This design comes from an exercise in tuning for a short achievable clock period and few clock cycles on the open sky130 flow, not from production work. In this exercise RTL edits were held to simulation tests only and were not proved equivalent to the original. Power is estimated from default activity; no workload was simulated.

<file path="config.mk">
export PLATFORM = sky130hd
export DESIGN_NAME = cpu
export DESIGN_NICKNAME = cpu
export VERILOG_FILES = /design/flow/design.v
export SDC_FILE = /design/flow/constraint.sdc
export NUM_CORES = 4
export LEC_CHECK = 0
export CAP_MARGIN = 20
export CORE_MARGIN = 2
export CORE_UTILIZATION = 40
export PLACE_DENSITY = 0.6
export SLEW_MARGIN = 20
</file>
<file path="constraint.sdc">
create_clock -name core_clock -period 5.0 [get_ports {clk}]
set_input_delay 1.0000 -clock core_clock [delete_from_list [all_inputs] [get_ports {clk}]]
set_output_delay 1.0000 -clock core_clock [all_outputs]
set_load 0.01 [all_outputs]
</file>
<file path="design.v">
`timescale 1ns/10ps
module cpu(clk,reset,memdata,memread,memwrite,adr,writedata,groundconstant);
input		clk;
input		reset;
input           [7:0] memdata;	
input           groundconstant;
output		memread    ;	
output		memwrite   ;
output     	[7:0] adr;
output 		[7:0] writedata;
wire		memread;    
wire		memwrite  ;
wire    	[7:0] adr;
wire		[7:0] writedata;
wire 		zero,pcen,branch,memtoreg,regwrite,regdst,pcwrite,alusrca,iord;
wire 		[1:0] aluop,alusrcb,pcsource;
wire		[2:0] alucontrol;
wire    	[3:0] irwrite;
wire 		[31:0] instr;
PCcontroller P1(.pcwrite(pcwrite), .branch(branch), .zero(zero), .pcen(pcen));
alucontrol a1( .alucont(alucontrol), .aluop(aluop), .funct(instr[5:0])) ;
controller c1(.alusrca(alusrca), .alusrcb(alusrcb), .aluop(aluop), .branch(branch), .iord(iord), .irwrite(irwrite), 
                  .memread(memread), .memwrite(memwrite), .memtoreg(memtoreg), 
		  .pcwrite(pcwrite), .pcsource(pcsource), .regwrite(regwrite), .regdst(regdst),
                  .op(instr[31:26]), .clk(clk), .reset(reset)) ;
datapath d1(.adr(adr), .instr(instr[31:0]), .writedata(writedata), .zero(zero), 
                 .alucontrol(alucontrol), .alusrca(alusrca), .alusrcb(alusrcb), .iord(iord), .irwrite(irwrite), 
		.memdata(memdata), .memtoreg(memtoreg), .pcen(pcen), .pcsource(pcsource), .regdst(regdst), 
		.regwrite(regwrite), .clk(clk), .reset(reset), .groudconstant(groundconstant)) ;
endmodule
module PCcontroller(pcwrite,branch,zero,pcen);
	output pcen;
	input pcwrite,branch,zero;
	and an1(sel_1,branch,zero);
	or or1(pcen,pcwrite,sel_1);
endmodule
module alucontrol( alucont, aluop, funct ) ;
   input  [1:0] aluop   ;
   input  [5:0] funct   ;
   output [2:0] alucont ;
   reg    [2:0] alucont ;
   always @(*)
      case(aluop)
         2'b00: alucont <= 3'b010;   
         2'b01: alucont <= 3'b110;   
         default: case(funct)        
                     6'b100000: alucont <= 3'b010;  
                     6'b100010: alucont <= 3'b110;  
                     6'b100100: alucont <= 3'b000;  
                     6'b100101: alucont <= 3'b001;  
                     6'b101010: alucont <= 3'b111;  
                     default:   alucont <= 3'b101;  
                  endcase
      endcase
endmodule
module controller(alusrca, alusrcb, aluop, branch, iord, irwrite, 
                  memread, memwrite, memtoreg, 
		  pcwrite, pcsource, regwrite, regdst,
                  op, clk, reset) ;
   input  [5:0]   op         ;	 
   input          clk, reset ;
   output         alusrca    ;	 
   output [1:0]   alusrcb    ;	 
   output [1:0]   aluop      ;	 
   output         branch     ;	 
   output         iord       ;	 
   output [3:0]   irwrite    ;	 
   output         memread    ;	 
   output         memwrite   ;	 
   output         memtoreg   ;	 
   output         pcwrite    ;	 
   output [1:0]   pcsource   ;	 
   output         regwrite   ;	 
   output	  regdst     ;	 
   reg         alusrca    ;	 
   reg [1:0]   alusrcb    ;	 
   reg [1:0]   aluop      ;	 
   reg         branch     ;	 
   reg         iord       ;	 
   reg [3:0]   irwrite    ;	 
   reg         memread    ;	 
   reg         memwrite   ;	 
   reg         memtoreg   ;	 
   reg         pcwrite    ;	 
   reg [1:0]   pcsource   ;	 
   reg         regwrite   ;	 
   reg	       regdst     ;
   parameter      FETCH1  =  4'b0001;	 
   parameter      FETCH2  =  4'b0010;	 
   parameter      FETCH3  =  4'b0011;	 
   parameter      FETCH4  =  4'b0100;	 
   parameter      DECODE  =  4'b0101;    
   parameter      MEMADR  =  4'b0110;	 
   parameter      LBRD    =  4'b0111;	 
   parameter      LBWR    =  4'b1000;	 
   parameter      SBWR    =  4'b1001;	 
   parameter      RTYPEEX =  4'b1010;	 
   parameter      RTYPEWR =  4'b1011;	 
   parameter      BEQEX   =  4'b1100;	 
   parameter      JEX     =  4'b1101;	 
   parameter      LB      =  6'b100000;	 
   parameter      SB      =  6'b101000;  
   parameter      RTYPE   =  6'b000000;  
   parameter      BEQ     =  6'b000100;  
   parameter      J       =  6'b000010;  
   reg [3:0] state, nextstate;
   always @(posedge clk )
     if(reset) state <= FETCH1;
	else state<=nextstate;  
   always @(*)
   begin
	case(state)
	FETCH1: nextstate<=FETCH2;
	FETCH2: nextstate<=FETCH3;
	FETCH3: nextstate<=FETCH4;	
	FETCH4: nextstate<=DECODE;
	DECODE:case(op)
			LB:nextstate<=MEMADR;	
   			SB:nextstate<=MEMADR; 
      			RTYPE:nextstate<=RTYPEEX;          
      			BEQ:nextstate<=BEQEX;   
     			J:nextstate<=JEX;
			default:nextstate<=FETCH1;
		endcase
	MEMADR:
		case(op)
	    	LB:nextstate<=LBRD; 
		SB:nextstate<=SBWR; 
		default:nextstate<=FETCH1;
		endcase
	LBRD:nextstate<=LBWR;	
    	LBWR:nextstate<=FETCH1;	
     	SBWR:nextstate<=FETCH1;	
     	RTYPEEX:nextstate<=RTYPEWR;	
    	RTYPEWR:nextstate<=FETCH1;	
    	BEQEX:nextstate<=FETCH1;
     	JEX:nextstate<=FETCH1;
	default:nextstate<=FETCH1;
	endcase
   end
   always @(*)
   	begin
			begin
			alusrca<=0;
			alusrcb<=2'b00;	
			aluop<=2'b00;	   
			branch<=0;	     
			iord<=0;	
			irwrite<=4'b0000;	
			memread<=0; 
			memwrite<=0;   
			memtoreg<=0;    
			pcwrite<=0;	 
			pcsource<=2'b00;	 
			regwrite<=0;	
			regdst<=0;
			end
	case(state)
     		FETCH1:	         
			begin			
			alusrcb<=2'b01;	
			irwrite<=4'b0001;	
			memread<=1;     
			pcwrite<=1;	 
			end
     		FETCH2:  	 
			begin
			alusrcb<=2'b01;	
			irwrite<=4'b0010;	
			memread<=1;   
			pcwrite<=1;	 
			end
       		FETCH3:  	 
			begin
			alusrcb<=2'b01;	
			irwrite<=4'b0100;	
			memread<=1;      
			pcwrite<=1;	 
			end
     		FETCH4:  	 
			begin
			alusrcb<=2'b01;	
			irwrite<=4'b1000;	
			memread<=1;   
			pcwrite<=1;	 
			end
    		DECODE:     	 
			alusrcb<=2'b11;	
        	MEMADR:    	 
			begin
			alusrca<=1;
			alusrcb<=2'b10;	
			end
  		LBRD:     	 
			begin	     
			iord<=1;	
			memread<=1; 
			end
   		LBWR:     	 
			begin
			memtoreg<=1;  	 
			regwrite<=1;	
			end
      		SBWR:      	 
			begin	     
			iord<=1;	
			memwrite<=1;   
			end
     		RTYPEEX:  	 
			begin			
			alusrca<=1;	
			aluop<=2'b10;	 
			end
      		RTYPEWR:   	 
			begin	 
			regwrite<=1;	
			regdst<=1;
			end
		BEQEX:     	 
			begin
			alusrca<=1;	
			aluop<=2'b01;	   
			branch<=1;	 
			pcsource<=2'b01;	 
			end
     		JEX:       	 
			begin   
			pcwrite<=1;	 
			pcsource<=2'b10;	 
			end
		endcase
	end
endmodule
module enableffp(D,enable,Q,clk,reset);
	output [7:0] Q;
	input [7:0] D;
	input enable,clk,reset;
	reg [7:0] Q;
always @(posedge clk)
if(reset)
 Q<=0;	
else if(enable) 
	Q<=D;
else Q<=Q;
endmodule
module ffp(D,Q,clk,reset);
	output [7:0] Q;
	input [7:0] D;
	input clk,reset;
	reg [7:0] Q;
always @(posedge clk)
if (reset) Q<=0;
	else
	Q<=D;
endmodule
module alu (result, a, b, alucont) ;
   input  [7:0] a, b ;
   input  [2:0] alucont ;
   output [7:0] result ;
   reg    [7:0] result ;
   wire   [7:0] b2, sum, slt ;
   assign b2 = alucont[2] ? ~b:b ; 
   assign sum = a + b2 + alucont[2] ;
   assign slt = sum[7] ;
	always@(*)
      case(alucont[1:0])
         2'b00: result <= a & b ;
         2'b01: result <= a | b ;
         2'b10: result <= sum ;
         2'b11: result <= slt ;
      endcase
endmodule
module regfile (rd1, rd2, clk, regwrite, ra1, ra2, wa, wd,reset) ;
   input        clk,reset ;
   input        regwrite ;   
   input  [2:0] ra1 ;	     
   input  [2:0] ra2 ;	     
   input  [2:0] wa  ;  	     
   input  [7:0] wd  ;	     
   output [7:0]  rd1, rd2 ;  
   reg  [7:0] REGS [7:0];
   always @(posedge clk)
     if (reset) begin REGS[3] <= 0; REGS[2] <= 0;REGS[1] <= 0;REGS[0] <= 0;end
     else if (regwrite) REGS[wa] <= wd;	
   assign rd1 = ra1 ? REGS[ra1] : 0;    
   assign rd2 = ra2 ? REGS[ra2] : 0;    
endmodule
module datapath (adr, instr, writedata, zero, 
                 alucontrol, alusrca, alusrcb, iord, irwrite, memdata, 
		 memtoreg, pcen, pcsource, regdst, regwrite,
		 clk, reset,groudconstant ) ;
   input  [2:0]  alucontrol ;   
   input         alusrca    ;   
   input  [1:0]  alusrcb    ;   
   input 	 iord       ;   
   input  [3:0]  irwrite    ;   
   input  [7:0]  memdata    ;   
   input 	 memtoreg   ;   
   input         pcen       ;   
   input 	 regdst     ;   
   input 	 regwrite   ;   
   input  [1:0]  pcsource   ;   
   input         clk, reset ;  
   input         groudconstant;
   output [ 7:0] adr        ;   
   output [31:0] instr      ;   
   output [ 7:0] writedata  ;   
   output        zero       ;   
   wire   [2:0]  ra1, ra2, wa ;   
   wire   [7:0]  rd1, rd2, wd ;   
   wire   [7:0]  pc, nextpc   ;	  
   wire   [7:0]  data         ;   
   wire   [7:0]  a, srca, srcb, aluresult, aluout ;   
   wire   [7:0]  constx4      ;	  
	assign constx4={instr[5:0],2'b00};
 	assign ra1=instr[23:21];
	assign ra2=instr[18:16];
	enableffp f0(.D(memdata),.enable(irwrite[0]),.Q(instr[31:24]),.clk(clk), .reset(reset));
	enableffp f1(.D(memdata),.enable(irwrite[1]),.Q(instr[23:16]),.clk(clk), .reset(reset));
	enableffp f2(.D(memdata),.enable(irwrite[2]),.Q(instr[15:8]),.clk(clk), .reset(reset));
	enableffp f3(.D(memdata),.enable(irwrite[3]),.Q(instr[7:0]),.clk(clk), .reset(reset));
	enableffp ffppcen(.D(nextpc),.enable(pcen),.Q(pc),.clk(clk), .reset(reset));
	ffp fdata(.D(memdata),.Q(data),.clk(clk), .reset(reset));
	ffp fa(.D(rd1),.Q(a),.clk(clk), .reset(reset));
	ffp fwritedata(.D(rd2),.Q(writedata),.clk(clk), .reset(reset));
	ffp faluout(.D(aluresult),.Q(aluout),.clk(clk), .reset(reset));
	assign adr= iord ? aluout : pc;
	assign wa= regdst ? instr[13:11] : instr[18:16];
	assign wd= memtoreg ? data : aluout;
	assign srca= alusrca ? a : pc;
	assign srcb= alusrcb[1] ?  (alusrcb[0] ?  constx4:instr[7:0]):(alusrcb[0] ? {{7{groudconstant}},~{groudconstant}}:writedata);
	assign nextpc= pcsource[1] ? (pcsource[0] ?  {8{groudconstant}}:constx4):(pcsource[0] ?  aluout:aluresult);
	regfile reg1(.rd1(rd1),.rd2(rd2),.clk(clk),.regwrite(regwrite),.ra1(instr[23:21]),.ra2(instr[18:16]),.wa(wa),.wd(wd),.reset(reset));
   alu a1(.result(aluresult),.a(srca),.b(srcb),.alucont(alucontrol));
	assign zero=(aluresult==0);
endmodule
</file>
<file path="run.sh">
#!/bin/bash
# synth_recipe.tcl (not shown) runs the flow's synth.tcl, then flattens the netlist and writes it again
# the make line also repeats each setting of config.mk as NAME=value (left out here)
make -C /OpenROAD-flow-scripts/flow DESIGN_CONFIG=/design/flow/config.mk WORK_HOME=/design/flow/orfs CLKGATE_MAP_FILE= SYNTH_SCRIPT=/design/flow/synth_recipe.tcl finish
</file>
==> results_dict.tcl <==
set metrics [dict create \
    run_status "finished clean" \
    hold_end "d1.f0.Q[2]" \
    clockBufferDepth 2 \
    period_share_pct 93.1 \
    core_area_um2 18000 \
    layout_setup_ws_ns 0.345 \
    cts.sinks 131 \
    slew_viol_final 0 \
    place_inst 958 \
    drv_cap 0 \
    async_flop_share_pct 0 \
    cts_tree "built" \
    syn_area_um2 7360 \
    grt_pass1_vias 5577 \
    drc 0 \
    r2r_slack_ns 0.51 \
    r2r_start "c1.state[2]" \
    ios 29 \
    hold_viol 0 \
    cp_cell_sequence "clkdlybuf4s50_1, nor2_1, a211oi_1, a21oi_1, a21o_1, xnor2_1, inv_1, fa_1, nor2b_1, o21ai_0, xnor2_1, o221ai_1, nand3_1, nor3b_1, o2111a_1, a31o_1, buf_4, mux2i_1, a211oi_1" \
    io_buffers 28 \
    die_x_um 140 \
    synth_top_area_cell "edfxtp_1" \
    crit_fanout 7 \
    cp_slowest_cell "clkdlybuf4s50_1" \
    postCtsHoldBufs 0 \
    ant_nets 0 \
    finalSetupViolCount 0 \
    skew_ns 0.0106 \
    syn-num-nets 736 \
    syn_to_final_growth_pct 15.7 \
    gp_congestion 0.894 \
    synthTopCellsByArea "edfxtp_1 (26%), dfxtp_1 (18%), mux4_2 (9.8%), mux2i_1 (5.4%), nor2_1 (5.4%)" \
    reg2reg_to "d1.ffppcen.Q[3]" \
    r2r.worst_path.cells 19 \
    synthCells 718 \
    p_total_mw 3.69 \
    fin_nets 766 \
    cp-end-kind "flip-flop" \
    pre_cts_ws_ns -0.0536 \
    cp-start-kind "primary input" \
    hpwl_um 15000 \
    maxSlewHeadroom_pct 27.7 \
    yosysWarnings 7 \
    instances_no_fill 990 \
    vias 5765 \
    path_clk_slew_ns 0.06 \
    critPathKind "primary input to flip-flop" \
    hold_class "flip-flop to flip-flop" \
    grt_overflow 0 \
    rows 49 \
    grt_pass1_wl_um 31900 \
    die_area_um2 19500 \
    min_path_cells 2 \
    synth_seq_area_share_pct 44.3 \
    path_delay_family "compound AO/OA/AOI/OAI gates" \
    ir_worst_vdd_mv 0.300 \
    via_per_inst 5.82 \
    clk_latency_ns 0.42 \
    avgSynthCellArea_um2 10.3 \
    ys_ff_latch 131 \
    cp.required_ns 5.27 \
    diodes 0 \
    dieHeight_um 140 \
    antenna_found_initial 1 \
    cts_buffers 17 \
    track_usage_pct 21.3 \
    worst_pin_slew_ns 1.07 \
    synth_edf_count 64 \
    ys_types 75 \
    p_leak_nw 2.98 \
    layout-drive-gt1-share_pct 17.1 \
    start_util_pct 40.8 \
    timing.fmax_mhz 215 \
    timing.critical_path.buf_inv 3 \
    grt_max_degree 61 \
    root_buffer "clkbuf_16" \
    wl_per_cell_um 20.8 \
    hp-start "d1.f0.Q[2]" \
    wirelength_um 20500 \
    crit_arrival_ns 4.93 \
    dr.pass1.iters 7 \
    htree_levels 4 \
    min_period_ns 4.65 \
    synth_top_area_share_pct 26.1 \
    slowest_delay_ns 0.61 \
    p_per_area_nw_per_um2 434 \
    drtIter0Drc 507 \
    synthFlopType "dfxtp_1" \
]
synthesized netlist by cell type (5+ instances only):
cell	count
mux2i_1	40
buf_6	5
a211oi_1	10
buf_1	9
inv_1	28
dfxtp_1	67
mux4_2	32
a21oi_1	31
a21o_1	5
nand3_1	10
mux2_2	12
nor3b_1	8
o21ai_0	25
clkbuf_1	25
edfxtp_1	64
nand2_1	51
nand4_1	7
nor3_1	21
xnor2_1	6
buf_2	8
nor2b_1	18
nand2b_1	14
ha_1	6
or4b_1	5
xor2_1	6
nor2_1	105
or3_1	7
and3b_1	5
or2_2	6
cell type report:
cell class	instances	area (µm²)
Fill cell	1699	9510
Multi-Input combinational cell	510	3770
Sequential cell	131	3260
Timing Repair Buffer	60	515
Clock buffer	18	429
Tap cell	229	287
Clock inverter	14	138
Inverter	28	105
tightest hold or removal path: stages, from the launching register on:
cell and delay, ns:
dfxtp_1 0.31, nand2_1 0.05, a21oi_1 0.05
repair_timing:
action | in CTS | in global routing
gates resized for setup | 0 | 5
endpoints found under the setup margin | 0 | 7
setup buffers | 0 | 0
metrics by stage:
| step | utilization [%] | hold slack, ns | setup TNS, ns | area, µm² |
|---|---|---|---|---|
| global route | 47.2 | 0.473 | -0.0271 | 8510 |
| global placement | 44.0 | 0.444 | -0.0523 | 7930 |
| CTS | 47.2 | 0.456 | 0 | 8500 |
| floorplan | - | 0.436 | 0 | 7360 |
| finish | 47.2 | 0.454 | 0 | 8510 |
| detailed placement | 44.0 | 0.449 | -0.176 | 7930 |
how the worst max path moves through the flow:
stage / startpoint / cells past startpoint / slack (ns) / to
finish: groundconstant / 19 / 0.35 / d1.ffppcen.Q[3]
global route: groundconstant / 19 / -0.02 / d1.ffppcen.Q[3]
CTS: groundconstant / 17 / 0.35 / d1.ffppcen.Q[2]
detailed placement: groundconstant / 17 / -0.05 / d1.ffppcen.Q[2]
global placement: groundconstant / 16 / -0.04 / d1.ffppcen.Q[3]
floorplan: groundconstant / 17 / 0.60 / d1.ffppcen.Q[6]
power by group:
part	switching, mW	internal, mW
clock	0.456	0.729
sequential	0.0953	1.24
combinational	0.646	0.525
cell usage in the layout (no fill, tap or decap), types with 4 or more instances in the layout:
cell	n
xor2_1	6
nand2b_1	14
a21oi_1	31
xnor2_1	6
clkbuf_16	17
and3b_1	5
or2_2	6
a31oi_1	4
o21ai_0	25
nand2_1	51
edfxtp_1	64
nor2b_1	18
nor2_1	105
o211ai_1	4
o31ai_1	4
ha_1	6
or4b_1	5
a21o_1	5
or3_1	7
a211oi_1	10
mux2i_1	40
mux2_2	12
nor3b_1	7
o21a_1	4
clkinv_2	4
nor3_1	19
nand4_1	7
mux4_2	32
buf_4	32
inv_1	28
dfxtp_1	66
nand3_1	10
clkdlybuf4s50_1	27
registers in the layout, indices dropped and copies added (netlist names), 8 cells and up:
name	count
d1.reg1.REGS	64
d1.ffppcen.Q	8
d1.fa.Q	8
d1.fdata.Q	8
d1.faluout.Q	8
d1.f3.Q	8
d1.fwritedata.Q	8
routing by layer:
layer  global-route usage (%)  wire length [µm]  vias to the layer above
li1                         -                 -                     2699
met1                     27.5              8820                     2841
met2                     35.3             10100                      183
met3                     3.99              1050                       40
met4                     9.05               550                        2
met5                        0                10                        -
cell families (layout without fill, tap and decap cells):
group                      Yosys count  in the layout  synth area share, %
muxes                               86             86                 17.4
and+or+nand+nor                    275            275                 18.6
DFF                                131            131                 44.3
AOI/OAI and AO/OA                  126            126                 11.5
adders and majority gates            9              9                 1.56
buffers and inverters               77            120                 4.68
xor gates and xnor gates            14             14                 1.87
Testbench counts, summed over its fixed seeds: cycles 70,075.

what the ideal ports hide:
The flow's constraints put no driver on any port. The routed layout listed below was extracted and timed again, unchanged, in two steps. Step 1 sets driving cells, clkbuf_16 on the clock port and buf_2 on the other inputs (assumed; they add their load-dependent delay and slew). Step 2 also shifts input and output timing later by t, the mid clock arrival at the registers, as if the neighbouring blocks saw the same clock. a / b / c = no drivers / after step 1 / after step 2; a / b = the first two.
t, ns: 0.455
slack for setup (ns): 0.345 / 0.358 / -0.097
hold slack, ns: 0.454 / 0.454 / 0.454
latest minus earliest clock arrival (ns): 0.011 / 0.011
With both steps, setup timing fails in this run, where it was met with ideal ports. For this run, drivers alone change the setup slack by +0.013 ns; drivers and shift together by -0.442 ns.
